What follows belongs to an exercise in optimizing a design on an open flow for small area and a short achievable clock period; a production flow would make more cautious choices. Function was not checked in any run shown here: the RTL went through the layout flow alone. Power figures rest on the tool's default switching activity, not on a simulated workload.

`design.v`:
```
module CPU(
	input logic clk,
	input logic [15:0] inM,
	input logic [15:0] instruction,
	input logic reset,
	output logic [15:0] outM,
	output logic writeM,
	output logic [14:0] addressM,
	output logic [14:0] pc
);
	logic [15:0] A, D;
	logic [14:0] PC;
	wire c  = instruction[15];
	wire am = instruction[12];
	wire zx = instruction[11];
	wire nx = instruction[10];
	wire zy = instruction[9];
	wire ny = instruction[8];
	wire f  = instruction[7];
	wire no = instruction[6];
	wire nxo = nx ^ no;
	wire nyo = ny ^ no;
	wire kn1 = ~(f | no);
	wire cinn = ~(f & no);
	logic dn0;
	logic xa0;
	logic x0;
	logic ymn0;
	logic ya0;
	logic y0;
	logic gn0;
	logic gfn0;
	logic pn0;
	logic q0;
	logic dn1;
	logic xa1;
	logic x1;
	logic ymn1;
	logic ya1;
	logic y1;
	logic gn1;
	logic gfn1;
	logic pn1;
	logic q1;
	logic dn2;
	logic xa2;
	logic x2;
	logic ymn2;
	logic ya2;
	logic y2;
	logic gn2;
	logic gfn2;
	logic pn2;
	logic q2;
	logic dn3;
	logic xa3;
	logic x3;
	logic ymn3;
	logic ya3;
	logic y3;
	logic gn3;
	logic gfn3;
	logic pn3;
	logic q3;
	logic dn4;
	logic xa4;
	logic x4;
	logic ymn4;
	logic ya4;
	logic y4;
	logic gn4;
	logic gfn4;
	logic pn4;
	logic q4;
	logic dn5;
	logic xa5;
	logic x5;
	logic ymn5;
	logic ya5;
	logic y5;
	logic gn5;
	logic gfn5;
	logic pn5;
	logic q5;
	logic dn6;
	logic xa6;
	logic x6;
	logic ymn6;
	logic ya6;
	logic y6;
	logic gn6;
	logic gfn6;
	logic pn6;
	logic q6;
	logic dn7;
	logic xa7;
	logic x7;
	logic ymn7;
	logic ya7;
	logic y7;
	logic gn7;
	logic gfn7;
	logic pn7;
	logic q7;
	logic dn8;
	logic xa8;
	logic x8;
	logic ymn8;
	logic ya8;
	logic y8;
	logic gn8;
	logic gfn8;
	logic pn8;
	logic q8;
	logic dn9;
	logic xa9;
	logic x9;
	logic ymn9;
	logic ya9;
	logic y9;
	logic gn9;
	logic gfn9;
	logic pn9;
	logic q9;
	logic dn10;
	logic xa10;
	logic x10;
	logic ymn10;
	logic ya10;
	logic y10;
	logic gn10;
	logic gfn10;
	logic pn10;
	logic q10;
	logic dn11;
	logic xa11;
	logic x11;
	logic ymn11;
	logic ya11;
	logic y11;
	logic gn11;
	logic gfn11;
	logic pn11;
	logic q11;
	logic dn12;
	logic xa12;
	logic x12;
	logic ymn12;
	logic ya12;
	logic y12;
	logic gn12;
	logic gfn12;
	logic pn12;
	logic q12;
	logic dn13;
	logic xa13;
	logic x13;
	logic ymn13;
	logic ya13;
	logic y13;
	logic gn13;
	logic gfn13;
	logic pn13;
	logic q13;
	logic dn14;
	logic xa14;
	logic x14;
	logic ymn14;
	logic ya14;
	logic y14;
	logic gn14;
	logic gfn14;
	logic pn14;
	logic q14;
	logic dn15;
	logic xa15;
	logic x15;
	logic ymn15;
	logic ya15;
	logic y15;
	logic gn15;
	logic gfn15;
	logic pn15;
	logic q15;
	logic G0;
	logic G1;
	logic P1;
	logic G2;
	logic P2;
	logic G3;
	logic P3;
	logic G4;
	logic P4;
	logic G5;
	logic P5;
	logic G6;
	logic P6;
	logic G7;
	logic P7;
	logic G8;
	logic G9;
	logic P9;
	logic G10;
	logic P10;
	logic G11;
	logic P11;
	logic G12;
	logic P12;
	logic G13;
	logic P13;
	logic G14;
	logic P14;
	logic iv0;
	logic G15;
	logic G16;
	logic G17;
	logic P17;
	logic G18;
	logic P18;
	logic G19;
	logic P19;
	logic G20;
	logic P20;
	logic G21;
	logic iv1;
	logic G22;
	logic G23;
	logic G24;
	logic G25;
	logic G26;
	logic iv2;
	logic G27;
	logic iv3;
	logic G28;
	logic G29;
	logic G30;
	logic G31;
	hk_inv u_dn0 (D[0], dn0);
	hk_nor2 u_xa0 (dn0, zx, xa0);
	hk_xor2 u_x0 (xa0, nxo, x0);
	hk_mux2i u_ymn0 (A[0], inM[0], am, ymn0);
	hk_nor2 u_ya0 (ymn0, zy, ya0);
	hk_xor2 u_y0 (ya0, nyo, y0);
	hk_nand2 u_gn0 (x0, y0, gn0);
	hk_nand3 u_gfn0 (x0, y0, f, gfn0);
	hk_xnor2 u_pn0 (x0, y0, pn0);
	hk_o22ai u_q0 (pn0, kn1, gn0, f, q0);
	hk_inv u_dn1 (D[1], dn1);
	hk_nor2 u_xa1 (dn1, zx, xa1);
	hk_xor2 u_x1 (xa1, nxo, x1);
	hk_mux2i u_ymn1 (A[1], inM[1], am, ymn1);
	hk_nor2 u_ya1 (ymn1, zy, ya1);
	hk_xor2 u_y1 (ya1, nyo, y1);
	hk_nand2 u_gn1 (x1, y1, gn1);
	hk_nand3 u_gfn1 (x1, y1, f, gfn1);
	hk_xnor2 u_pn1 (x1, y1, pn1);
	hk_o22ai u_q1 (pn1, kn1, gn1, f, q1);
	hk_inv u_dn2 (D[2], dn2);
	hk_nor2 u_xa2 (dn2, zx, xa2);
	hk_xor2 u_x2 (xa2, nxo, x2);
	hk_mux2i u_ymn2 (A[2], inM[2], am, ymn2);
	hk_nor2 u_ya2 (ymn2, zy, ya2);
	hk_xor2 u_y2 (ya2, nyo, y2);
	hk_nand2 u_gn2 (x2, y2, gn2);
	hk_nand3 u_gfn2 (x2, y2, f, gfn2);
	hk_xnor2 u_pn2 (x2, y2, pn2);
	hk_o22ai u_q2 (pn2, kn1, gn2, f, q2);
	hk_inv u_dn3 (D[3], dn3);
	hk_nor2 u_xa3 (dn3, zx, xa3);
	hk_xor2 u_x3 (xa3, nxo, x3);
	hk_mux2i u_ymn3 (A[3], inM[3], am, ymn3);
	hk_nor2 u_ya3 (ymn3, zy, ya3);
	hk_xor2 u_y3 (ya3, nyo, y3);
	hk_nand2 u_gn3 (x3, y3, gn3);
	hk_nand3 u_gfn3 (x3, y3, f, gfn3);
	hk_xnor2 u_pn3 (x3, y3, pn3);
	hk_o22ai u_q3 (pn3, kn1, gn3, f, q3);
	hk_inv u_dn4 (D[4], dn4);
	hk_nor2 u_xa4 (dn4, zx, xa4);
	hk_xor2 u_x4 (xa4, nxo, x4);
	hk_mux2i u_ymn4 (A[4], inM[4], am, ymn4);
	hk_nor2 u_ya4 (ymn4, zy, ya4);
	hk_xor2 u_y4 (ya4, nyo, y4);
	hk_nand2 u_gn4 (x4, y4, gn4);
	hk_nand3 u_gfn4 (x4, y4, f, gfn4);
	hk_xnor2 u_pn4 (x4, y4, pn4);
	hk_o22ai u_q4 (pn4, kn1, gn4, f, q4);
	hk_inv u_dn5 (D[5], dn5);
	hk_nor2 u_xa5 (dn5, zx, xa5);
	hk_xor2 u_x5 (xa5, nxo, x5);
	hk_mux2i u_ymn5 (A[5], inM[5], am, ymn5);
	hk_nor2 u_ya5 (ymn5, zy, ya5);
	hk_xor2 u_y5 (ya5, nyo, y5);
	hk_nand2 u_gn5 (x5, y5, gn5);
	hk_nand3 u_gfn5 (x5, y5, f, gfn5);
	hk_xnor2 u_pn5 (x5, y5, pn5);
	hk_o22ai u_q5 (pn5, kn1, gn5, f, q5);
	hk_inv u_dn6 (D[6], dn6);
	hk_nor2 u_xa6 (dn6, zx, xa6);
	hk_xor2 u_x6 (xa6, nxo, x6);
	hk_mux2i u_ymn6 (A[6], inM[6], am, ymn6);
	hk_nor2 u_ya6 (ymn6, zy, ya6);
	hk_xor2 u_y6 (ya6, nyo, y6);
	hk_nand2 u_gn6 (x6, y6, gn6);
	hk_nand3 u_gfn6 (x6, y6, f, gfn6);
	hk_xnor2 u_pn6 (x6, y6, pn6);
	hk_o22ai u_q6 (pn6, kn1, gn6, f, q6);
	hk_inv u_dn7 (D[7], dn7);
	hk_nor2 u_xa7 (dn7, zx, xa7);
	hk_xor2 u_x7 (xa7, nxo, x7);
	hk_mux2i u_ymn7 (A[7], inM[7], am, ymn7);
	hk_nor2 u_ya7 (ymn7, zy, ya7);
	hk_xor2 u_y7 (ya7, nyo, y7);
	hk_nand2 u_gn7 (x7, y7, gn7);
	hk_nand3 u_gfn7 (x7, y7, f, gfn7);
	hk_xnor2 u_pn7 (x7, y7, pn7);
	hk_o22ai u_q7 (pn7, kn1, gn7, f, q7);
	hk_inv u_dn8 (D[8], dn8);
	hk_nor2 u_xa8 (dn8, zx, xa8);
	hk_xor2 u_x8 (xa8, nxo, x8);
	hk_mux2i u_ymn8 (A[8], inM[8], am, ymn8);
	hk_nor2 u_ya8 (ymn8, zy, ya8);
	hk_xor2 u_y8 (ya8, nyo, y8);
	hk_nand2 u_gn8 (x8, y8, gn8);
	hk_nand3 u_gfn8 (x8, y8, f, gfn8);
	hk_xnor2 u_pn8 (x8, y8, pn8);
	hk_o22ai u_q8 (pn8, kn1, gn8, f, q8);
	hk_inv u_dn9 (D[9], dn9);
	hk_nor2 u_xa9 (dn9, zx, xa9);
	hk_xor2 u_x9 (xa9, nxo, x9);
	hk_mux2i u_ymn9 (A[9], inM[9], am, ymn9);
	hk_nor2 u_ya9 (ymn9, zy, ya9);
	hk_xor2 u_y9 (ya9, nyo, y9);
	hk_nand2 u_gn9 (x9, y9, gn9);
	hk_nand3 u_gfn9 (x9, y9, f, gfn9);
	hk_xnor2 u_pn9 (x9, y9, pn9);
	hk_o22ai u_q9 (pn9, kn1, gn9, f, q9);
	hk_inv u_dn10 (D[10], dn10);
	hk_nor2 u_xa10 (dn10, zx, xa10);
	hk_xor2 u_x10 (xa10, nxo, x10);
	hk_mux2i u_ymn10 (A[10], inM[10], am, ymn10);
	hk_nor2 u_ya10 (ymn10, zy, ya10);
	hk_xor2 u_y10 (ya10, nyo, y10);
	hk_nand2 u_gn10 (x10, y10, gn10);
	hk_nand3 u_gfn10 (x10, y10, f, gfn10);
	hk_xnor2 u_pn10 (x10, y10, pn10);
	hk_o22ai u_q10 (pn10, kn1, gn10, f, q10);
	hk_inv u_dn11 (D[11], dn11);
	hk_nor2 u_xa11 (dn11, zx, xa11);
	hk_xor2 u_x11 (xa11, nxo, x11);
	hk_mux2i u_ymn11 (A[11], inM[11], am, ymn11);
	hk_nor2 u_ya11 (ymn11, zy, ya11);
	hk_xor2 u_y11 (ya11, nyo, y11);
	hk_nand2 u_gn11 (x11, y11, gn11);
	hk_nand3 u_gfn11 (x11, y11, f, gfn11);
	hk_xnor2 u_pn11 (x11, y11, pn11);
	hk_o22ai u_q11 (pn11, kn1, gn11, f, q11);
	hk_inv u_dn12 (D[12], dn12);
	hk_nor2 u_xa12 (dn12, zx, xa12);
	hk_xor2 u_x12 (xa12, nxo, x12);
	hk_mux2i u_ymn12 (A[12], inM[12], am, ymn12);
	hk_nor2 u_ya12 (ymn12, zy, ya12);
	hk_xor2 u_y12 (ya12, nyo, y12);
	hk_nand2 u_gn12 (x12, y12, gn12);
	hk_nand3 u_gfn12 (x12, y12, f, gfn12);
	hk_xnor2 u_pn12 (x12, y12, pn12);
	hk_o22ai u_q12 (pn12, kn1, gn12, f, q12);
	hk_inv u_dn13 (D[13], dn13);
	hk_nor2 u_xa13 (dn13, zx, xa13);
	hk_xor2 u_x13 (xa13, nxo, x13);
	hk_mux2i u_ymn13 (A[13], inM[13], am, ymn13);
	hk_nor2 u_ya13 (ymn13, zy, ya13);
	hk_xor2 u_y13 (ya13, nyo, y13);
	hk_nand2 u_gn13 (x13, y13, gn13);
	hk_nand3 u_gfn13 (x13, y13, f, gfn13);
	hk_xnor2 u_pn13 (x13, y13, pn13);
	hk_o22ai u_q13 (pn13, kn1, gn13, f, q13);
	hk_inv u_dn14 (D[14], dn14);
	hk_nor2 u_xa14 (dn14, zx, xa14);
	hk_xor2 u_x14 (xa14, nxo, x14);
	hk_mux2i u_ymn14 (A[14], inM[14], am, ymn14);
	hk_nor2 u_ya14 (ymn14, zy, ya14);
	hk_xor2 u_y14 (ya14, nyo, y14);
	hk_nand2 u_gn14 (x14, y14, gn14);
	hk_nand3 u_gfn14 (x14, y14, f, gfn14);
	hk_xnor2 u_pn14 (x14, y14, pn14);
	hk_o22ai u_q14 (pn14, kn1, gn14, f, q14);
	hk_inv u_dn15 (D[15], dn15);
	hk_nor2 u_xa15 (dn15, zx, xa15);
	hk_xor2 u_x15 (xa15, nxo, x15);
	hk_mux2i u_ymn15 (A[15], inM[15], am, ymn15);
	hk_nor2 u_ya15 (ymn15, zy, ya15);
	hk_xor2 u_y15 (ya15, nyo, y15);
	hk_nand2 u_gn15 (x15, y15, gn15);
	hk_nand3 u_gfn15 (x15, y15, f, gfn15);
	hk_xnor2 u_pn15 (x15, y15, pn15);
	hk_o22ai u_q15 (pn15, kn1, gn15, f, q15);
	hk_oai21 u_G0 (pn0, cinn, gfn0, G0);
	hk_oai21 u_G1 (pn2, gfn1, gfn2, G1);
	hk_nor2 u_P1 (pn2, pn1, P1);
	hk_oai21 u_G2 (pn4, gfn3, gfn4, G2);
	hk_nor2 u_P2 (pn4, pn3, P2);
	hk_oai21 u_G3 (pn6, gfn5, gfn6, G3);
	hk_nor2 u_P3 (pn6, pn5, P3);
	hk_oai21 u_G4 (pn8, gfn7, gfn8, G4);
	hk_nor2 u_P4 (pn8, pn7, P4);
	hk_oai21 u_G5 (pn10, gfn9, gfn10, G5);
	hk_nor2 u_P5 (pn10, pn9, P5);
	hk_oai21 u_G6 (pn12, gfn11, gfn12, G6);
	hk_nor2 u_P6 (pn12, pn11, P6);
	hk_oai21 u_G7 (pn14, gfn13, gfn14, G7);
	hk_nor2 u_P7 (pn14, pn13, P7);
	hk_aoi21 u_G8 (P1, G0, G1, G8);
	hk_aoi21 u_G9 (P2, G1, G2, G9);
	hk_nand2 u_P9 (P2, P1, P9);
	hk_aoi21 u_G10 (P3, G2, G3, G10);
	hk_nand2 u_P10 (P3, P2, P10);
	hk_aoi21 u_G11 (P4, G3, G4, G11);
	hk_nand2 u_P11 (P4, P3, P11);
	hk_aoi21 u_G12 (P5, G4, G5, G12);
	hk_nand2 u_P12 (P5, P4, P12);
	hk_aoi21 u_G13 (P6, G5, G6, G13);
	hk_nand2 u_P13 (P6, P5, P13);
	hk_aoi21 u_G14 (P7, G6, G7, G14);
	hk_nand2 u_P14 (P7, P6, P14);
	hk_inv u_iv0 (G0, iv0);
	hk_oai21 u_G15 (P9, iv0, G9, G15);
	hk_oai21 u_G16 (P10, G8, G10, G16);
	hk_oai21 u_G17 (P11, G9, G11, G17);
	hk_nor2 u_P17 (P11, P9, P17);
	hk_oai21 u_G18 (P12, G10, G12, G18);
	hk_nor2 u_P18 (P12, P10, P18);
	hk_oai21 u_G19 (P13, G11, G13, G19);
	hk_nor2 u_P19 (P13, P11, P19);
	hk_oai21 u_G20 (P14, G12, G14, G20);
	hk_nor2 u_P20 (P14, P12, P20);
	hk_aoi21 u_G21 (P17, G0, G17, G21);
	hk_inv u_iv1 (G8, iv1);
	hk_aoi21 u_G22 (P18, iv1, G18, G22);
	hk_aoi21 u_G23 (P19, G15, G19, G23);
	hk_aoi21 u_G24 (P20, G16, G20, G24);
	hk_oai21 u_G25 (pn1, iv0, gfn1, G25);
	hk_oai21 u_G26 (pn3, G8, gfn3, G26);
	hk_inv u_iv2 (G15, iv2);
	hk_oai21 u_G27 (pn5, iv2, gfn5, G27);
	hk_inv u_iv3 (G16, iv3);
	hk_oai21 u_G28 (pn7, iv3, gfn7, G28);
	hk_oai21 u_G29 (pn9, G21, gfn9, G29);
	hk_oai21 u_G30 (pn11, G22, gfn11, G30);
	hk_oai21 u_G31 (pn13, G23, gfn13, G31);
	hk_xnor2 u_outM_0 (q0, cinn, outM[0]);
	hk_xor2 u_outM_1 (q1, G0, outM[1]);
	hk_xor2 u_outM_2 (q2, G25, outM[2]);
	hk_xnor2 u_outM_3 (q3, G8, outM[3]);
	hk_xor2 u_outM_4 (q4, G26, outM[4]);
	hk_xor2 u_outM_5 (q5, G15, outM[5]);
	hk_xor2 u_outM_6 (q6, G27, outM[6]);
	hk_xor2 u_outM_7 (q7, G16, outM[7]);
	hk_xor2 u_outM_8 (q8, G28, outM[8]);
	hk_xnor2 u_outM_9 (q9, G21, outM[9]);
	hk_xor2 u_outM_10 (q10, G29, outM[10]);
	hk_xnor2 u_outM_11 (q11, G22, outM[11]);
	hk_xor2 u_outM_12 (q12, G30, outM[12]);
	hk_xnor2 u_outM_13 (q13, G23, outM[13]);
	hk_xor2 u_outM_14 (q14, G31, outM[14]);
	hk_xnor2 u_outM_15 (q15, G24, outM[15]);
	wire zr = (outM == 16'd0);
	wire ng = outM[15];
	wire jmp = c & ((instruction[2] & ng) | (instruction[1] & zr) | (instruction[0] & ~ng & ~zr));
	always_ff @(posedge clk) begin
		if (~c) A <= {1'b0, instruction[14:0]};
		else if (instruction[5]) A <= outM;
		if (c & instruction[4]) D <= outM;
		if (reset) PC <= 15'd0;
		else if (jmp) PC <= A[14:0];
		else PC <= PC + 15'd1;
	end
	assign writeM = c & instruction[3];
	assign addressM = A[14:0];
	assign pc = PC;
endmodule
module hk_inv(input logic a, output logic y);
	assign y = ~a;
endmodule
module hk_nand2(input logic a, b, output logic y);
	assign y = ~(a & b);
endmodule
module hk_nor2(input logic a, b, output logic y);
	assign y = ~(a | b);
endmodule
module hk_nand3(input logic a, b, c, output logic y);
	assign y = ~(a & b & c);
endmodule
module hk_xor2(input logic a, b, output logic y);
	assign y = a ^ b;
endmodule
module hk_xnor2(input logic a, b, output logic y);
	assign y = ~(a ^ b);
endmodule
module hk_mux2i(input logic a, b, s, output logic y);
	assign y = ~(s ? b : a);
endmodule
module hk_aoi21(input logic a1, a2, b, output logic y);
	assign y = ~((a1 & a2) | b);
endmodule
module hk_oai21(input logic a1, a2, b, output logic y);
	assign y = ~((a1 | a2) & b);
endmodule
module hk_o22ai(input logic a1, a2, b1, b2, output logic y);
	assign y = ~((a1 | a2) & (b1 | b2));
endmodule
```
`flow/run.sh`:
```
#!/bin/bash
# Layout flow: the standard ORFS flow (standard.sh) with two changes:
#  - synthesis maps the logic with the ABC script in flow/abc.script
#    (ORFS's synth.tcl otherwise unchanged; same -nofsm -noshare, flatten and renames)
#  - port buffers are sky130_fd_sc_hd__buf_1 instead of the default choice
set -euo pipefail
W=$PWD
sed "s#log_cmd abc {\*}\$abc_args#log_cmd abc {*}[lreplace \$abc_args 1 1 $W/flow/abc.script]#" \
  "$FLOW_HOME/scripts/synth.tcl" > "$W/synth_custom.tcl"
grep -q "flow/abc.script" "$W/synth_custom.tcl"
sed "s#\$::env(SCRIPTS_DIR)/synth.tcl#$W/synth_custom.tcl#" synth_recipe.tcl > "$W/synth_top.tcl"
grep -q "synth_custom.tcl" "$W/synth_top.tcl"
EXTRA=()
if [[ -f flow/make_args.txt ]]; then mapfile -t EXTRA < <(grep -v '^\s*$' flow/make_args.txt); fi
bash standard.sh SYNTH_SCRIPT="$W/synth_top.tcl" \
  "BUFFER_PORTS_ARGS=-buffer_cell sky130_fd_sc_hd__buf_1" "${EXTRA[@]}" finish > "$W/flow.log" 2>&1
```
`flow/abc.script`:
```
strash; dch; map -a; topo; stime -c
```
`flow/make_args.txt`:
```
SYNTH_KEEP_MODULES=hk_inv hk_nand2 hk_nor2 hk_nand3 hk_xor2 hk_xnor2 hk_mux2i hk_aoi21 hk_oai21 hk_o22ai
CTS_ARGS=-sink_clustering_enable -repair_clock_nets -dont_use_dummy_load
```
`standard.sh`:
```
#!/bin/bash
# synth_recipe.tcl (not shown) runs the flow's synth.tcl, then flattens the netlist and writes it again
# the make line also repeats each setting of config.mk as NAME=value (left out here)
make -C /OpenROAD-flow-scripts/flow DESIGN_CONFIG=/design/flow/config.mk WORK_HOME=/design/flow/orfs CLKGATE_MAP_FILE= SYNTH_SCRIPT=/design/flow/synth_recipe.tcl "${@:-finish}"
```
`config.mk`:
```
export PLATFORM = sky130hd
export DESIGN_NAME = CPU
export DESIGN_NICKNAME = CPU
export VERILOG_FILES = /design/flow/design.v
export SDC_FILE = /design/flow/constraint.sdc
export NUM_CORES = 4
export LEC_CHECK = 0
export CAP_MARGIN = 20
export CORE_MARGIN = 2
export CORE_UTILIZATION = 40
export SETUP_SLACK_MARGIN = 4.5
export SLEW_MARGIN = 20
```
`constraint.sdc`:
```
create_clock -name core_clock -period 12.5 [get_ports {clk}]
set_input_delay 2.5000 -clock core_clock [delete_from_list [all_inputs] [get_ports {clk}]]
set_output_delay 2.5000 -clock core_clock [all_outputs]
set_load 0.01 [all_outputs]
```
==> run notes, run 1 <==
clk root buf=clkbuf_8; sequential share of power=34.4%; maxcap violations=0; # port buffers=80; post-synthesis cell type count=17; dominant synthesized flop cell=edfxtp_1; Mapped Nets=458; asr flop ratio synth=0%; clk_skew=12.9 ps; vias in the first global route=2,844; CTS H-tree lvls=2; Vert. Die Dim=96.3 microns; CTS max path bufs=2; ranking of synthesized cells by area=edfxtp_1 (27%), xor2_1 (14%), dfxtp_1 (9.4%); Worst Setup Start Kind=primary input; Post-DRT Antenna Nets=0; initial core utilization=41.3%; Bufs and invs on worst path=3; Setup Crit Path Kind=in -> out; Reg area=1250 sq um; cell with the most instances after synthesis=nand2_1; crit end category=output port; # nets final=540; dominant cell type by area after synthesis=edfxtp_1; Chip Width=96.3 microns; RSZ-0062 raised after global routing=no; die area=9270 sq um; Remaining DRCs=0; post-synth top area share=27.3%; fin crit share=61.7%; Hold Vio Cnt, Final=0; first-pass GRT wire length=13.9 mm; Slew Viols, Final=0; Synth Instances=423; clk sinks=47; number of I/O pins=81; flop-to-flop setup slack=7930 ps; hpwl dp=6.72 mm; post-synthesis register bit count=47; initial antenna violation count=0; FP Rows=33; worst-margin pin slew=780 ps; n_diodes=0; top cells by count, synth=nand2_1 (64), xor2_1 (53), nor2_1 (51), o21ai_0 (41), clkinv_1 (32); Internal=0.396 mW; GRT Util Overall=19.6%; post-synthesis area per instance=8.06 sq um; via count=3,094; Post-Syn Area=3410 sq um; outcome=complete, no violations; final setup vio count=0; CTS tree=yes; setup_tns=0 ps; switch share=46.6%; max frequency=130 MHz; Period minus WS final=7720 ps; Initial DRC Count=190; crit path max-delay cell type=xor2_1; WL final=8.78 mm; Skew-Pair Late Insertion Delay=300 ps; post-synthesis sequential area ratio=36.7%; CP Depth=13; Placer Congestion=0.915; critical path's largest stage delay=340 ps; Worst Setup SP=instruction[12]; grt ovf=0; VDD IR-drop max=0.0788 mV; Sw Pwr=0.345 mW; Slew HR=47.9%; Lkg Pwr=1.46 nW; largest net degree at the start of global routing=35; Synth Warn #=1; worst r2r src=A[8]; detailed-route wire length per cell=14.4 microns; Clk pin slew, worst setup/hold paths=90 ps; WP data required=10,000 ps; Layout area overhead=15.5%; CP Max Fanout=17; PwrDens=188 nW/um^2; crit-path cells=buf_1, buf_4, mux2i_1, nor2_1, xor2_1, xnor2_1, o21ai_0, a21oi_1, o21ai_0, a21oi_1, o21ai_0, xor2_2, buf_1; Core ar.=8260 sq um; post-layout util=47.7%; crit path DAT=5220 ps; Critical Path End=outM[10]; Avg Vias per Cell=5.09; drt pass-1 iters=4; CP delay by family, top=compound AO/OA/AOI/OAI gates; multi-input logic area=1980 sq um; reg-to-reg endpoint=PC[13]; layout cells sized above 1=4.97%; combinational share of power=53.9%; fill cell count=839; Clock power frac=11.6%; TritonCTS Buffers=5; FF-to-FF path depth=17; Post-synth EDFFs=31; CP most frequent cell=o21ai_0; Min-Delay Path Class=reg -> reg
## layer usage
layer	track usage [%]	part of all wire (%)	up-vias
met4	5.40	1.2	0
met3	3.13	4.9	7
met1	26.6	47	1410
met5	0	0	-
li1	-	-	1580
met2	32.3	47	97
## per-stage QoR
stage               setup slack [ps]  cell area, sq um  std cells  power [mW]  hold WS, ps
floorplan                       4900              3420        423       0.536          500
global placement                4060              3770        597       0.638          491
detailed placement              3940              3770        597       0.643          500
CTS                             4550              3900        607       0.735          520
global route                    4510              3940        608       0.800          543
finish                          4780              3940        608       0.740          522
## power by group through the flow
stage | registers, mW | logic (mW) | clock network [mW]
after floorplan | 0.258 | 0.278 | 0
after global placement | 0.257 | 0.381 | 0
after detailed placement | 0.259 | 0.384 | 0
after CTS | 0.256 | 0.391 | 0.0887
after global routing | 0.260 | 0.446 | 0.0940
final | 0.255 | 0.399 | 0.0861
## registers in the layout (all words and copies together), names as in the netlist
signal	flops
PC	15
A	16
D	16
## per-module statistics from Yosys, one instance, submodules excluded, a selection
| module | cells inside | times used | flip-flops and latches |
|---|---|---|---|
| hk_mux2i | 1 | 16 | 0 |
| CPU | 195 | 1 | 47 |
| hk_aoi21 | 1 | 11 | 0 |
| hk_nor2 | 1 | 43 | 0 |
| hk_o22ai | 1 | 16 | 0 |
| hk_nand3 | 1 | 15 | 0 |
| hk_inv | 1 | 20 | 0 |
| hk_nand2 | 1 | 22 | 0 |
## kinds of logic after synthesis
| kind of cell | share of synthesized area, % |
|---|---|
| buffers and inverters | 7.05 |
| DFF | 36.7 |
| adders and majority gates | 0.367 |
| and+or+nand+nor | 17.7 |
| muxes | 4.70 |
| AOI/OAI and AO/OA | 13.2 |
| xor gates and xnor gates | 20.3 |
## worst reg2reg max path, stage by stage (launching register included)
cell and delay (ps):
edfxtp_1 420, mux2i_1 180, nor2_1 80, xor2_1 340
xnor2_1 210, o21ai_0 180, a21oi_1 190, o21ai_0 110
a21oi_1 230, o21ai_0 160, xor2_1 190, buf_4 160
nor4_1 500, nand4_1 240, o221ai_1 290, nand2_1 530
o21ai_0 370, a21oi_1 60
## how the worst min path moves through the flow
stage / start / endpoint / cells past startpoint
3_3_place_gp: PC[0] / PC[0] / 1
2_1_floorplan: A[15] / A[15] / 2
4_1_cts: PC[0] / PC[0] / 1
5_1_grt: PC[0] / PC[0] / 1
6_report: PC[0] / PC[0] / 1
3_5_place_dp: PC[0] / PC[0] / 1
## cell type report
type	count	share of cell area, %
repair buffers	91	9.79
multi-input cells	328	50.3
flip-flops and latches	47	31.8
clock buffers	5	1.75
well taps	105	3.34
inverters	32	3.05
## placed cells by master (no fill, tap or decap), types with 23 or more instances in the layout
master    netlist  routed
buf_1           0      78
nand2_1        64      64
nor2_1         51      50
xor2_1         53      49
o21ai_0        41      38
clkinv_1       32      32
edfxtp_1       31      31
a21oi_1        27      26
xnor2_1        26      26
nand3_1        23      23
## timing repair
item,4_1_cts,5_1_grt
pin swaps,2,4
hold buffers,0,0
buffers inserted,5,1
resized for setup,3,8
endpoints found under the setup margin,14,8
==> run 2, diff against run 1 <==
--- a/config.mk
+++ b/config.mk
@@ -9,4 +9,4 @@
 export CORE_MARGIN = 2
 export CORE_UTILIZATION = 40
-export SETUP_SLACK_MARGIN = 4.5
+export SETUP_SLACK_MARGIN = 5
 export SLEW_MARGIN = 20
==> run 2 against run 1 <==
Net effect:
- critical path type unchanged
- first-iteration DRC count shrank 1.1%
- still clean
- largest cell class unchanged
- highest routed layer unchanged
- final area grew 7.7%
- hold slack gained 10 ps
- sequential share of layout area shrank 2.3 points
==> run notes, run 2 <==
maxcap violations=0 (unchanged); commonest non-fill, non-tap cell in the layout=buf_1; Layout area overhead=24.4%; Mapped Nets=458 (unchanged); Synth Instances=423 (unchanged); dominant synthesized flop cell=edfxtp_1; Post-synth EDFFs=31 (unchanged); CTS tree=yes; GRT Util Overall=20.4% (+0.80 points); post-synthesis cell type count=17 (unchanged); ranking of synthesized cells by area=edfxtp_1 (27%), xor2_1 (14%), dfxtp_1 (9.4%); post-synthesis sequential area ratio=36.7% (unchanged); setup_tns=0 ps (unchanged); vias in the first global route=2,989 (+5.1%); Synth Warn #=1 (unchanged); WP data required=10,000 ps (about the same); Min-Delay Path Class=reg -> reg; clk_skew=24.5 ps (+11.5 ps); fill cell count=855 (+1.9%); CTS max path bufs=2 (unchanged); initial core utilization=41.3% (unchanged); detailed-route wire length per cell=15.4 microns (+6.4%); # port buffers=80 (unchanged); RSZ-0062 raised after global routing=yes; Remaining DRCs=0 (unchanged); Lkg Pwr=1.58 nW (+7.9%); Clock power frac=10.9% (-0.7 points); setup ws final=5120 ps (+342 ps); hpwl dp=6.79 mm (+1.1%); grt ovf=0 (unchanged); first-pass GRT wire length=14.6 mm (+5.3%); Hold WS=533 ps (+10.3 ps); Core ar.=8260 sq um (unchanged); outcome=complete, no violations; WL final=9.45 mm (+7.6%); via count=3,174 (+2.6%); switch share=46.0% (-0.58 points); crit end category=output port; Avg Vias per Cell=5.16 (+1.4%); Period minus WS final=7380 ps (-342 ps); drt pass-1 iters=5 (+1); crit-path cells=buf_4, xor2_4, buf_8, xor2_1, nand3_1, o21ai_1, a21oi_1, o21ai_1, a21oi_2, o21ai_0, xor2_1, buf_1; initial antenna violation count=0 (unchanged); post-synth top area share=27.3% (unchanged); number of I/O pins=81 (unchanged); Clk pin slew, worst setup/hold paths=90 ps (about the same); CP Max Fanout=15 (-2); FP Rows=33 (unchanged); cell with the most instances after synthesis=nand2_1; clk sinks=47 (unchanged); Hold Vio Cnt, Final=0 (unchanged); final setup vio count=0 (unchanged); clk root buf=clkbuf_8; max frequency=136 MHz (+4.6%); Post-Syn Area=3410 sq um (unchanged); TritonCTS Buffers=5 (unchanged); Worst Setup Start Kind=primary input; largest registers=A (16), D (16), PC (15); die area=9270 sq um (unchanged); layout cells sized above 1=12.4% (+7.4 points); post-synthesis register bit count=47 (unchanged); crit path max-delay cell type=xor2_1; Setup Crit Path Kind=in -> out; worst-margin pin slew=820 ps (+39.8 ps); combinational share of power=56.8% (+2.9 points); most frequent cells in the layout=buf_1 (76), nand2_1 (64), nor2_1 (48), xor2_1 (33), clkinv_1 (32); Internal=0.428 mW (+8.1%); Slew HR=45.2% (-2.7 points); sequential share of power=32.3% (-2.1 points); largest net degree at the start of global routing=35 (unchanged); crit path DAT=4880 ps (-340 ps); Sw Pwr=0.364 mW (+5.6%); Slew Viols, Final=0 (unchanged); CTS H-tree lvls=2 (unchanged); Chip Width=96.3 microns (unchanged); asr flop ratio synth=0% (unchanged); Place WS=4060 ps (+120 ps); critical path's largest stage delay=340 ps (about the same); n_diodes=0 (unchanged); Post-DRT Antenna Nets=0 (unchanged); PwrDens=187 nW/um^2 (-0.77%); Placer Congestion=0.860 (-6.1%); dominant cell type by area after synthesis=edfxtp_1; # nets final=547 (+1.3%); Initial DRC Count=188 (-1.1%); Skew-Pair Late Insertion Delay=300 ps (about the same); post-synthesis area per instance=8.06 sq um (unchanged); fin crit share=59.0% (-2.7 points); Vert. Die Dim=96.3 microns (unchanged); top cells by count, synth=nand2_1 (64), xor2_1 (53), nor2_1 (51), o21ai_0 (41), clkinv_1 (32); VDD IR-drop max=0.0674 mV (-14%)
-- run 2: changes by cell type in the layout (fill, tap and decap cells not counted), sizes merged --
| cell | previous run | this run |
|---|---|---|
| buf | 89 | 96 |
-- run 2: cell type report --
| cell class | count | area [sq um] | share of cell area [%] |
|---|---|---|---|
| Clock buffer | 5 | 68.8 | 1.62 |
| Inverter | 32 | 120 | 2.83 |
| Multi-Input combinational cell | 328 | 2190 | 51.8 |
| Sequential cell | 47 | 1250 | 29.5 |
| Tap cell | 105 | 131 | 3.10 |
| Timing Repair Buffer | 98 | 474 | 11.2 |
-- run 2: routing by layer --
layer | track usage [%] | up-vias | wire length [microns]
li1 | - | 1584 | -
met1 | 27.6 | 1473 | 4160
met2 | 34.1 | 107 | 4580
met3 | 3.21 | 10 | 555
met4 | 4.81 | 0 | 153
met5 | 0 | - | 0
-- run 2: power by group through the flow --
stage / Combinational, mW / Sequential, mW / Clock, mW
floorplan: 0.278 / 0.258 / 0
global placement: 0.379 / 0.259 / 0
detailed placement: 0.384 / 0.261 / 0
CTS: 0.414 / 0.257 / 0.0884
global route: 0.496 / 0.262 / 0.0951
finish: 0.450 / 0.256 / 0.0861
-- run 2: critical path: cells and delay by family --
family / cells / cell delay, ps
AOI/OAI and AO/OA: 5 / 820
xor gates and xnor gates: 3 / 810
buffers and inverters: 3 / 580
and+or+nand+nor: 1 / 150
-- run 2: timing repair --
action | 4_1_cts | 5_1_grt
endpoints found under the hold margin | 0 | 0
gates resized for setup | 16 | 43
setup endpoints to repair | 14 | 13
pin swaps | 7 | 5
hold buffers | 0 | 0
setup buffers | 8 | 5
cloned | 0 | 0
-- run 2: metrics by stage --
step / total power, mW / cells / area, sq um / utilization [%]
after floorplan: 0.536 / 423 / 3450 / -
after global placement: 0.638 / 597 / 3790 / 46.0
after detailed placement: 0.644 / 597 / 3790 / 46.0
final: 0.792 / 615 / 4240 / 51.3
after CTS: 0.760 / 610 / 3980 / 48.2
after global routing: 0.852 / 615 / 4240 / 51.3
-- run 2: cells by family (layout without fill, tap and decap cells) --
kind of cell,count (synthesis),in the layout,share of synthesized area (%)
simple gates,147,147,17.7
compound gates,85,85,13.2
buf+inv,48,135,7.05
xor+xnor,79,79,20.3
fa+ha+maj,1,1,0.367
flops,47,47,36.7
mux,16,16,4.70
-- run 2: path summary, 6_finish.rpt --
kind | slack [ps] | cells past startpoint | startpoint | to
max | 5120 | 12 | instruction[6] | outM[12]
min | 530 | 1 | PC[0] | PC[0]
max reg2reg | 7950 | 18 | A[0] | PC[13]
min reg2reg | 530 | 1 | PC[0] | PC[0]
-- run 2: modules after synthesis (local to each module, per instance), a selection --
module    area (sq um)  cells  flops+latches  copies in the design
hk_oai21          5.00      1              0                    21
hk_aoi21          5.00      1              0                    11
hk_nand3          5.00      1              0                    15
hk_nand2          3.75      1              0                    22
hk_inv            3.75      1              0                    20
hk_nor2           3.75      1              0                    43
==> run 3, diff against run 2 <==
==> flow/make_args.txt (replaced) <==
SYNTH_KEEP_MODULES=hk_inv hk_nand2 hk_nor2 hk_nand3 hk_xor2 hk_xnor2 hk_mux2i hk_aoi21 hk_oai21 hk_o22ai
CTS_ARGS=-repair_clock_nets -dont_use_dummy_load -buf_list sky130_fd_sc_hd__clkbuf_16
--- a/config.mk
+++ b/config.mk
@@ -9,4 +9,4 @@
 export CORE_MARGIN = 2
 export CORE_UTILIZATION = 40
-export SETUP_SLACK_MARGIN = 5
+export SETUP_SLACK_MARGIN = 4.5
 export SLEW_MARGIN = 20
==> run 3 against run 2 <==
Net effect:
- worst setup slack lost 330 ps
- sequential power about the same
- combinational power down 12%
- clock power up 45%
- global-route usage shrank 0.75 points
- synthesized area unchanged
- non-clock buffer count shrank 9
- sequential share of layout area grew 2.0 points
==> run notes, run 3 <==
number of I/O pins=81 (unchanged); drt pass-1 iters=4 (-1); multi-input logic area=1970 sq um (-10%); ranking of synthesized cells by area=edfxtp_1 (27%), xor2_1 (14%), dfxtp_1 (9.4%); initial core utilization=41.3% (unchanged); n_diodes=0 (unchanged); Post-Syn Area=3410 sq um (unchanged); Period minus WS final=7710 ps (+333 ps); Place WS=3940 ps (-120 ps); Setup Crit Path Kind=in -> out; Lkg Pwr=1.48 nW (-6.4%); # nets final=538 (-1.6%); worst r2r src=A[8]; commonest non-fill, non-tap cell in the layout=buf_1; top cells by count, synth=nand2_1 (64), xor2_1 (53), nor2_1 (51), o21ai_0 (41), clkinv_1 (32); crit path DAT=5210 ps (+330 ps); Reg area=1250 sq um (unchanged); initial antenna violation count=0 (unchanged); Min-Delay Path Class=reg -> reg; Chip Width=96.3 microns (unchanged); Post-DRT Antenna Nets=0 (unchanged); Worst Setup Start Kind=primary input; CTS tree=yes; CTS H-tree lvls=2 (unchanged); Hold Vio Cnt, Final=0 (unchanged); fin crit share=61.7% (+2.7 points); setup_tns=0 ps (unchanged); post-synthesis register bit count=47 (unchanged); clk sinks=47 (unchanged); post-layout util=48.1% (-3.3 points); most frequent cells in the layout=buf_1 (78), nand2_1 (64), nor2_1 (50), xor2_1 (50), o21ai_0 (38); asr flop ratio synth=0% (unchanged); post-synthesis sequential area ratio=36.7% (unchanged); layout cells sized above 1=4.39% (-8.0 points); post-synthesis cell type count=17 (unchanged); # port buffers=80 (unchanged); post-synth top area share=27.3% (unchanged); final setup vio count=0 (unchanged); flop-to-flop setup slack=8110 ps (+160 ps); grt met2 use=32.2% (-1.9 points); Avg Vias per Cell=5.10 (-1.1%); Mapped Nets=458 (unchanged); GRT Util Overall=19.6% (-0.75 points); reg-to-reg endpoint=PC[13]; hold endpoint=PC[0]; TritonCTS Buffers=5 (unchanged); total power=0.775 mW (-2.1%); layer with the highest usage=met2; post-synthesis area per instance=8.06 sq um (unchanged); max frequency=130 MHz (-4.3%); Synth Instances=423 (unchanged); Layout area overhead=16.5%; fill cell count=836 (-2.2%); setup ws final=4790 ps (-333 ps); maxcap violations=0 (unchanged); die area=9270 sq um (unchanged); WL final=8.80 mm (-6.9%); CP Max Fanout=12 (-3); largest net degree at the start of global routing=35 (unchanged); hpwl dp=6.72 mm (-1.1%); dominant cell type by area after synthesis=edfxtp_1; Slew Viols, Final=0 (unchanged); Slew HR=48.1% (+2.9 points); Vert. Die Dim=96.3 microns (unchanged); dominant synthesized flop cell=edfxtp_1; crit end category=output port; Post-synth EDFFs=31 (unchanged); PwrDens=195 nW/um^2 (+4.5%); Clk pin slew, worst setup/hold paths=60 ps (-30 ps); first-pass GRT wire length=13.9 mm (-5.3%); clk root buf=clkbuf_16; via count=3,092 (-2.6%); clk_skew=9.06 ps (-15.4 ps); worst-margin pin slew=776 ps (-43.1 ps); WP data required=10,000 ps (about the same); Initial DRC Count=145 (-23%); vias in the first global route=2,837 (-5.1%); cell with the most instances after synthesis=nand2_1; Remaining DRCs=0 (unchanged); grt ovf=0 (unchanged); FF-to-FF path depth=16 (-2); grt met3 use=3.05% (-0.16 points); RSZ-0062 raised after global routing=yes; grt met1 use=26.3% (-1.3 points); FP Rows=33 (unchanged); outcome=complete, no violations; Skew-Pair Late Insertion Delay=290 ps (about the same); VDD IR-drop max=0.0892 mV (+32%); Synth Warn #=1 (unchanged); Core ar.=8260 sq um (unchanged); largest registers=A (16), D (16), PC (15); CTS max path bufs=2 (unchanged); Placer Congestion=0.915 (+6.5%); WHS Path Cells=1 (unchanged); hold_sp=PC[0]; detailed-route wire length per cell=14.5 microns (-5.5%)
[run 3: power by group]
part,switching (mW),internal (mW)
Clock,0.0544,0.0708
Sequential,0.0310,0.224
Combinational,0.262,0.132
Total,0.348,0.427
[run 3: logic make-up after synthesis]
kind of cell             after synthesis  share of synthesized area [%]
flip-flops                            47                           36.7
XOR/XNOR                              79                           20.3
AND/OR/NAND/NOR                      147                           17.7
buffers and inverters                 48                           7.05
AO/OA/AOI/OAI                         85                           13.2
multiplexers                          16                           4.70
adder cells (fa/ha/maj)                1                          0.367
[run 3: Yosys stat by module (local to each module, per instance), excerpt]
module    times used  flip-flops and latches  cell area (sq um)  cells inside
hk_xnor2          22                       0               8.76             1
hk_mux2i          16                       0               10.0             1
CPU                1                      47               2030           195
hk_nand3          15                       0               5.00             1
hk_nand2          22                       0               3.75             1
hk_aoi21          11                       0               5.00             1
hk_oai21          21                       0               5.00             1
hk_o22ai          16                       0               6.26             1
hk_nor2           43                       0               3.75             1
hk_inv            20                       0               3.75             1
[run 3: timing repair]
action                     4_1_cts  5_1_grt
gates resized for setup          3        7
hold buffers                     0        0
setup endpoints to repair       14        9
pin swaps                        2        3
setup buffers                    4        0
[run 3: stage by stage]
stage | area, sq um | hold slack (ps) | std cells
after CTS | 3950 | 514 | 606
after global placement | 3770 | 491 | 597
after global routing | 3970 | 536 | 606
after detailed placement | 3770 | 500 | 597
final | 3970 | 516 | 606
after floorplan | 3420 | 500 | 423
[run 3: how the worst max path moves through the flow]
stage / start / to / cells past startpoint
detailed placement: instruction[6] / outM[14] / 11
global route: instruction[12] / outM[14] / 13
floorplan: instruction[8] / outM[8] / 9
global placement: instruction[6] / outM[14] / 11
CTS: instruction[6] / outM[8] / 12
finish: instruction[10] / outM[12] / 13
[run 3: per-layer routing]
metal  vias up  share of wire, %
li1       1574                 -
met1      1431                47
met2        80                47
met3         7               5.0
met4         0               1.3
met5         -                 0
[run 3: layout make-up]
| class | instances | share of cell area [%] |
|---|---|---|
| tap | 105 | 3.31 |
| sequential | 47 | 31.5 |
| inverter | 32 | 3.03 |
| multi-input combinational | 328 | 49.7 |
| timing repair buffer | 89 | 9.33 |
| clock buffer | 5 | 3.15 |
[run 3: worst max-delay path, cell delays in order]
cell,delay [ps]
buf_1,280
xor2_4,190
buf_4,250
buf_4,190
xor2_1,250
xnor2_1,200
o21ai_0,170
a21oi_1,180
o21ai_0,110
a21oi_1,230
o21ai_0,160
xor2_1,320
buf_1,190
==> run 4, diff against run 3 <==
==> flow/make_args.txt (replaced) <==
SYNTH_KEEP_MODULES=hk_inv hk_nand2 hk_nor2 hk_nand3 hk_xor2 hk_xnor2 hk_mux2i hk_aoi21 hk_oai21 hk_o22ai
CTS_ARGS=-sink_clustering_enable -repair_clock_nets -dont_use_dummy_load -buf_list sky130_fd_sc_hd__clkbuf_8 -sink_clustering_size 30 -sink_clustering_max_diameter 200
==> run 4 against run 3 <==
Net effect:
- synthesized cell count is the same
- via count is essentially flat
- register-to-register slack lost 180 ps
- routed wire length shrank 0.16%
- clock skew grew 3.9 ps
- non-clock buffer count grew 2
- core utilization shrank 0.41 points
- synthesized area is the same
- sequential power is essentially flat
- maximum frequency shrank 0.12%
- largest power group unchanged
- highest routed layer unchanged
==> run notes, run 4 <==
Initial DRC Count=190 (+31%); Min-Delay Path Class=reg -> reg; most frequent cells in the layout=buf_1 (78), nand2_1 (64), nor2_1 (50), xor2_1 (49), o21ai_0 (38); post-synth top area share=27.3% (unchanged); outcome=complete, no violations; Sw Pwr=0.345 mW (-0.80%); Slew HR=47.9% (-0.22 points); critical path's largest stage delay=340 ps (+20 ps); Synth Instances=423 (unchanged); Hold WS=522 ps (+5.99 ps); Core ar.=8260 sq um (unchanged); CTS tree=yes; ranking of synthesized cells by area=edfxtp_1 (27%), xor2_1 (14%), dfxtp_1 (9.4%); Worst Setup SP=instruction[12]; crit-path cells=buf_1, buf_4, mux2i_1, nor2_1, xor2_1, xnor2_1, o21ai_0, a21oi_1, o21ai_0, a21oi_1, o21ai_0, xor2_2, buf_1; FP Rows=33 (unchanged); Bufs and invs on worst path=3 (-1); post-synthesis cell type count=17 (unchanged); largest net degree at the start of global routing=35 (unchanged); combinational share of power=53.9% (+3.0 points); Critical Path End=outM[10]; Setup Crit Path Kind=in -> out; VDD IR-drop max=0.0788 mV (-12%); CP delay by family, top=compound AO/OA/AOI/OAI gates; clk_skew=12.9 ps (+3.85 ps); cell with the most instances after synthesis=nand2_1; Avg Vias per Cell=5.09 (-0.26%); Clk pin slew, worst setup/hold paths=90 ps (+30 ps); sequential share of power=34.4% (+1.4 points); clk root buf=clkbuf_8; dominant synthesized flop cell=edfxtp_1; CTS H-tree lvls=2 (unchanged); setup ws final=4780 ps (-8.94 ps); initial core utilization=41.3% (unchanged); Hold Vio Cnt, Final=0 (unchanged); # port buffers=80 (unchanged); post-synthesis sequential area ratio=36.7% (unchanged); Chip Width=96.3 microns (unchanged); PwrDens=188 nW/um^2 (-3.6%); via count=3,094 (+0.065%); Skew-Pair Late Insertion Delay=300 ps (about the same); # nets final=540 (+0.37%); Period minus WS final=7720 ps (+8.94 ps); drt pass-1 iters=4 (unchanged); max frequency=130 MHz (-0.12%); Lkg Pwr=1.46 nW (-1.0%); initial antenna violation count=0 (unchanged); reg-to-reg endpoint=PC[13]; detailed-route wire length per cell=14.4 microns (-0.49%); vias in the first global route=2,844 (+0.25%); Mapped Nets=458 (unchanged); worst-margin pin slew=780 ps (+3.28 ps); Worst Setup Start Kind=primary input; FF-to-FF path depth=17 (+1); clk sinks=47 (unchanged); Remaining DRCs=0 (unchanged); GRT Util Overall=19.6% (-0.049 points); CTS max path bufs=2 (unchanged); die area=9270 sq um (unchanged); WP data required=10,000 ps (about the same); first-pass GRT wire length=13.9 mm (+0.30%); Post-Syn Area=3410 sq um (unchanged); CP most frequent cell=o21ai_0; maxcap violations=0 (unchanged); asr flop ratio synth=0% (unchanged); Internal=0.396 mW (-7.3%); fin crit share=61.7% (+0.072 points); Synth Warn #=1 (unchanged); hold buffers post-CTS=0 (unchanged); top cells by count, synth=nand2_1 (64), xor2_1 (53), nor2_1 (51), o21ai_0 (41), clkinv_1 (32); post-layout util=47.7% (-0.41 points); CP Max Fanout=17 (+5); commonest non-fill, non-tap cell in the layout=buf_1; post-synthesis area per instance=8.06 sq um (unchanged); Clock power frac=11.6% (-4.6 points); largest registers=A (16), D (16), PC (15); Vert. Die Dim=96.3 microns (unchanged); setup_tns=0 ps (unchanged); n_diodes=0 (unchanged); dominant cell type by area after synthesis=edfxtp_1; Placer Congestion=0.915 (unchanged); WL final=8.78 mm (-0.16%); layout cells sized above 1=4.97% (+0.58 points); Post-DRT Antenna Nets=0 (unchanged); switch share=46.6% (+1.7 points); number of I/O pins=81 (unchanged); CP Depth=13 (unchanged); crit path max-delay cell type=xor2_1; grt ovf=0 (unchanged); hpwl dp=6.72 mm (unchanged); Place WS=3940 ps (unchanged); worst r2r src=A[8]; Layout area overhead=15.5%; flop-to-flop setup slack=7930 ps (-180 ps); Post-synth EDFFs=31 (unchanged); TritonCTS Buffers=5 (unchanged); Slew Viols, Final=0 (unchanged); RSZ-0062 raised after global routing=no; crit path DAT=5220 ps (about the same); WHS Path Cells=1 (unchanged); final setup vio count=0 (unchanged); crit end category=output port; post-synthesis register bit count=47 (unchanged)
==> run 4: cell counts after synthesis <==
No cell type changed its count.
==> run 4: modules after synthesis, one instance, submodules excluded <==
module,cells,flip-flops and latches,area (sq um),times used
CPU,195,47,2030,1
hk_aoi21,1,0,5.00,11
hk_inv,1,0,3.75,20
hk_mux2i,1,0,10.0,16
hk_nand2,1,0,3.75,22
hk_nand3,1,0,5.00,15
hk_nor2,1,0,3.75,43
hk_o22ai,1,0,6.26,16
hk_oai21,1,0,5.00,21
hk_xnor2,1,0,8.76,22
hk_xor2,1,0,8.76,42
==> run 4: cell families after synthesis <==
family / share of synthesized area [%]
flip-flops: 36.7
AO/OA/AOI/OAI: 13.2
AND/OR/NAND/NOR: 17.7
multiplexers: 4.70
adder cells (fa/ha/maj): 0.367
XOR/XNOR: 20.3
buffers and inverters: 7.05
==> run 4: repair_timing <==
| action | 4_1_cts | 5_1_grt |
|---|---|---|
| setup endpoints to repair | 14 | 8 |
| buffers inserted | 5 | 1 |
| pin swaps | 2 | 4 |
| resized for setup | 3 | 8 |
| hold endpoints to repair | 0 | 0 |
==> run 4: layout make-up <==
| cell class | count | area (sq um) |
|---|---|---|
| clock buffers | 5 | 68.8 |
| flip-flops and latches | 47 | 1250 |
| multi-input cells | 328 | 1980 |
| fillers | 839 | 4320 |
| repair buffers | 91 | 385 |
| well taps | 105 | 131 |
| inverters | 32 | 120 |
==> run 4: power groups by stage <==
stage / registers, mW / logic [mW] / clock network [mW]
2_1_floorplan: 0.258 / 0.278 / 0
3_5_place_dp: 0.259 / 0.384 / 0
6_report: 0.255 / 0.399 / 0.0861
4_1_cts: 0.256 / 0.391 / 0.0887
5_1_grt: 0.260 / 0.446 / 0.0940
3_3_place_gp: 0.257 / 0.381 / 0
==> run 4: how the worst min path moves through the flow <==
stage               slack (ps)     to  start
CTS                        520  PC[0]  PC[0]
finish                     520  PC[0]  PC[0]
detailed placement         500  PC[0]  PC[0]
global placement           490  PC[0]  PC[0]
floorplan                  500  A[15]  A[15]
global route               540  PC[0]  PC[0]
==> run 4: metrics by stage <==
stage                     total power, mW  cell area [sq um]  cells
after floorplan                     0.536               3420    423
after global placement              0.638               3770    597
after CTS                           0.735               3900    607
after detailed placement            0.643               3770    597
final                               0.740               3940    608
after global routing                0.800               3940    608
==> run 4: per-layer routing <==
metal | track usage (%) | vias to the layer above | part of all wire, %
li1 | - | 1580 | -
met1 | 26.6 | 1410 | 47
met2 | 32.3 | 97 | 47
met3 | 3.13 | 7 | 4.9
met4 | 5.40 | 0 | 1.2
met5 | 0 | - | 0
==> run 5, diff against run 4 <==
==> flow/make_args.txt (replaced) <==
SYNTH_KEEP_MODULES=hk_inv hk_nand2 hk_nor2 hk_nand3 hk_xor2 hk_xnor2 hk_mux2i hk_aoi21 hk_oai21 hk_o22ai
CTS_ARGS=-sink_clustering_enable -repair_clock_nets -dont_use_dummy_load -buf_list sky130_fd_sc_hd__clkbuf_16 -sink_clustering_size 50 -sink_clustering_max_diameter 500
==> run 5 against run 4 <==
Net effect:
- still clean
- total power grew 4.6%
- synthesized area is the same
- sequential share of layout area shrank 0.27 points
- cell count shrank 0.33%
- critical endpoint is now outM[12]
- largest power group unchanged
- highest routed layer unchanged
==> run notes, run 5 <==
outcome=complete, no violations; initial core utilization=41.3% (unchanged); setup_tns=0 ps (unchanged); cell with the most instances after synthesis=nand2_1; CTS max path bufs=2 (unchanged); FP Rows=33 (unchanged); Worst Setup Start Kind=primary input; post-synth top area share=27.3% (unchanged); CP Max Fanout=12 (-5); Chip Width=96.3 microns (unchanged); Post-DRT Antenna Nets=0 (unchanged); clk_skew=9.06 ps (-3.85 ps); detailed-route wire length per cell=14.5 microns (+0.49%); Lkg Pwr=1.48 nW (+1.1%); commonest non-fill, non-tap cell in the layout=buf_1; crit end category=output port; clk root buf=clkbuf_16; drt pass-1 iters=4 (unchanged); Min-Delay Path Class=reg -> reg; Initial DRC Count=145 (-24%); largest registers=A (16), D (16), PC (15); crit path DAT=5210 ps (about the same); Compound-Gate Fraction of Synth Area=13.2% (unchanged); clk sinks=47 (unchanged); largest net degree at the start of global routing=35 (unchanged); post-synthesis area per instance=8.06 sq um (unchanged); Post-Synth Adder-Cell Area=0.367% (unchanged); TritonCTS Buffers=5 (unchanged); Hold Vio Cnt, Final=0 (unchanged); Core ar.=8260 sq um (unchanged); Setup Crit Path Kind=in -> out; number of cells after detailed placement=597 (unchanged); Mapped Nets=458 (unchanged); Clk pin slew, worst setup/hold paths=60 ps (-30 ps); hpwl dp=6.72 mm (unchanged); top cells by count, synth=nand2_1 (64), xor2_1 (53), nor2_1 (51), o21ai_0 (41), clkinv_1 (32); final setup vio count=0 (unchanged); Post-synth EDFFs=31 (unchanged); post-synthesis sequential area ratio=36.7% (unchanged); Placer Congestion=0.915 (unchanged); Synth Area in Simple Gates=17.7% (unchanged); n_diodes=0 (unchanged); Hold WS=516 ps (-5.99 ps); fin crit share=61.7% (-0.072 points); fill cell count=836 (-0.36%); Post-Syn Area=3410 sq um (unchanged); Period minus WS final=7710 ps (-8.94 ps); max frequency=130 MHz (+0.12%); Reg area=1250 sq um (unchanged); flop-to-flop setup slack=8110 ps (+180 ps); layout cells sized above 1=4.39% (-0.58 points); asr flop ratio synth=0% (unchanged); via count=3,092 (-0.065%); Slew HR=48.1% (+0.22 points); dominant synthesized flop cell=edfxtp_1; largest family of logic cells by synthesized area=XOR/XNOR gates; CTS H-tree lvls=2 (unchanged); WP data required=10,000 ps (about the same); WL final=8.80 mm (+0.16%); Remaining DRCs=0 (unchanged); Slew Viols, Final=0 (unchanged); maxcap violations=0 (unchanged); # port buffers=80 (unchanged); first-pass GRT wire length=13.9 mm (-0.30%); Post-Layout Cell Count=606 (-0.33%); Skew-Pair Late Insertion Delay=290 ps (about the same); number of I/O pins=81 (unchanged); VDD IR-drop max=0.0892 mV (+13%); Vert. Die Dim=96.3 microns (unchanged); CTS tree=yes; Avg Vias per Cell=5.10 (+0.27%); most frequent cells in the layout=buf_1 (78), nand2_1 (64), nor2_1 (50), xor2_1 (50), o21ai_0 (38); vias in the first global route=2,837 (-0.25%); worst-margin pin slew=776 ps (-3.28 ps); multiplexer area fraction after synthesis=4.70% (unchanged); post-synthesis register bit count=47 (unchanged); initial antenna violation count=0 (unchanged); Synth Instances=423 (unchanged); post-synthesis cell type count=17 (unchanged); Layout area overhead=16.5%; ranking of synthesized cells by area=edfxtp_1 (27%), xor2_1 (14%), dfxtp_1 (9.4%); multi-input logic area=1970 sq um (-0.38%); die area=9270 sq um (unchanged); dominant cell type by area after synthesis=edfxtp_1; RSZ-0062 raised after global routing=yes; GRT Util Overall=19.6% (+0.049 points); grt ovf=0 (unchanged); PwrDens=195 nW/um^2 (+3.7%); XOR/XNOR Fraction of Synth Area=20.3% (unchanged); Synth Warn #=1 (unchanged); # nets final=538 (-0.37%)
run 5: cell types whose count changed in the layout (fill, tap and decap cells not counted), sizes merged:
cell / previous run / this run
buf: 89 / 87
run 5: final timing paths:
kind                        start       end  depth (start not counted)
setup / recovery  instruction[10]  outM[12]                         13
hold / removal              PC[0]     PC[0]                          1
setup reg to reg             A[8]    PC[13]                         16
hold reg to reg             PC[0]     PC[0]                          1
run 5: through the flow:
step | instance area [sq um] | setup slack (ps) | utilization, % | total power [mW]
after floorplan | 3420 | 4900 | - | 0.536
after global placement | 3770 | 4060 | 45.7 | 0.638
after detailed placement | 3770 | 3940 | 45.7 | 0.643
after CTS | 3950 | 4540 | 47.8 | 0.773
after global routing | 3970 | 4470 | 48.1 | 0.834
final | 3970 | 4790 | 48.1 | 0.775
run 5: final cells by class:
type / count / area share, %
Timing Repair Buffer: 89 / 9.33
Multi-Input combinational cell: 328 / 49.7
Tap cell: 105 / 3.31
Inverter: 32 / 3.03
Clock buffer: 5 / 3.15
Sequential cell: 47 / 31.5
run 5: metal layers:
metal | track usage (%) | part of all wire, % | vias to the layer above
li1 | - | - | 1574
met1 | 26.3 | 47 | 1431
met2 | 32.2 | 47 | 80
met3 | 3.05 | 5.0 | 7
met4 | 6.69 | 1.3 | 0
met5 | 0 | 0 | -
run 5: kinds of logic (layout without fill, tap and decap cells):
logic type                 after synthesis  after routing
adders and majority gates                1              1
buffers and inverters                   48            126
xor gates and xnor gates                79             79
and+or+nand+nor                        147            147
muxes                                   16             16
AOI/OAI and AO/OA                       85             85
DFF                                     47             47
run 5: per-module statistics from Yosys, one instance, submodules excluded:
module / cells / copies in the design / flops+latches
CPU: 195 / 1 / 47
hk_mux2i: 1 / 16 / 0
hk_xnor2: 1 / 22 / 0
hk_xor2: 1 / 42 / 0
hk_o22ai: 1 / 16 / 0
hk_aoi21: 1 / 11 / 0
hk_nand3: 1 / 15 / 0
hk_oai21: 1 / 21 / 0
hk_inv: 1 / 20 / 0
hk_nand2: 1 / 22 / 0
hk_nor2: 1 / 43 / 0
run 5: critical path, cell delays in order:
cell	delay, ps
buf_1	280
xor2_4	190
buf_4	250
buf_4	190
xor2_1	250
xnor2_1	200
o21ai_0	170
a21oi_1	180
o21ai_0	110
a21oi_1	230
o21ai_0	160
xor2_1	320
buf_1	190
run 5: what timing repair did:
item                                    CTS  global route
buffers inserted                          4             0
cloned                                    0             0
resized for setup                         3             7
endpoints found under the setup margin   14             9
pin swaps                                 2             3
hold buffers                              0             0
run 5: power by group:
part	leakage, nW	switching, mW	internal [mW]
clock network	0.0616	0.0544	0.0708
logic	0.975	0.262	0.132
registers	0.439	0.0310	0.224
total	1.48	0.348	0.427

## separate check: timing with driven ports
The results above use ideal ports. As a check the final layouts listed here were re-extracted and re-timed, cells and wires unchanged. Step 1 assumes that a clkbuf_16 drives the clock port and a buf_2 every other input. Step 2 times the ports against the registers' clock, not the clock port: input delays grow and output delays shrink by t, the midpoint of the rising clock arrivals with the driver on. a / b / c = no drivers / after step 1 / after step 2; a / b = the first two.
| run | t, ns | slack for setup (ns) | hold slack, ns | latest minus earliest clock arrival (ns) | slew at the worst register clock pin (ns) |
|---|---|---|---|---|---|
| run 1 | 0.325 | 4.783 / 4.759 / 4.759 | 0.522 / 0.522 / 0.522 | 0.013 / 0.013 | 0.09 / 0.09 |
| run 2 | 0.321 | 5.124 / 5.081 / 5.081 | 0.533 / 0.533 / 0.533 | 0.025 / 0.024 | 0.10 / 0.10 |
| run 3 | 0.323 | 4.792 / 4.770 / 4.770 | 0.516 / 0.516 / 0.516 | 0.009 / 0.009 | 0.07 / 0.07 |
| run 4 | 0.325 | 4.783 / 4.759 / 4.759 | 0.522 / 0.522 / 0.522 | 0.013 / 0.013 | 0.09 / 0.09 |
| run 5 | 0.323 | 4.792 / 4.770 / 4.770 | 0.516 / 0.516 / 0.516 | 0.009 / 0.009 | 0.07 / 0.07 |
After both steps setup and hold are still met in every run listed. The setup slack of run 2, which loses most, moves by -0.043 ns with the drivers and by -0.043 ns with both steps.
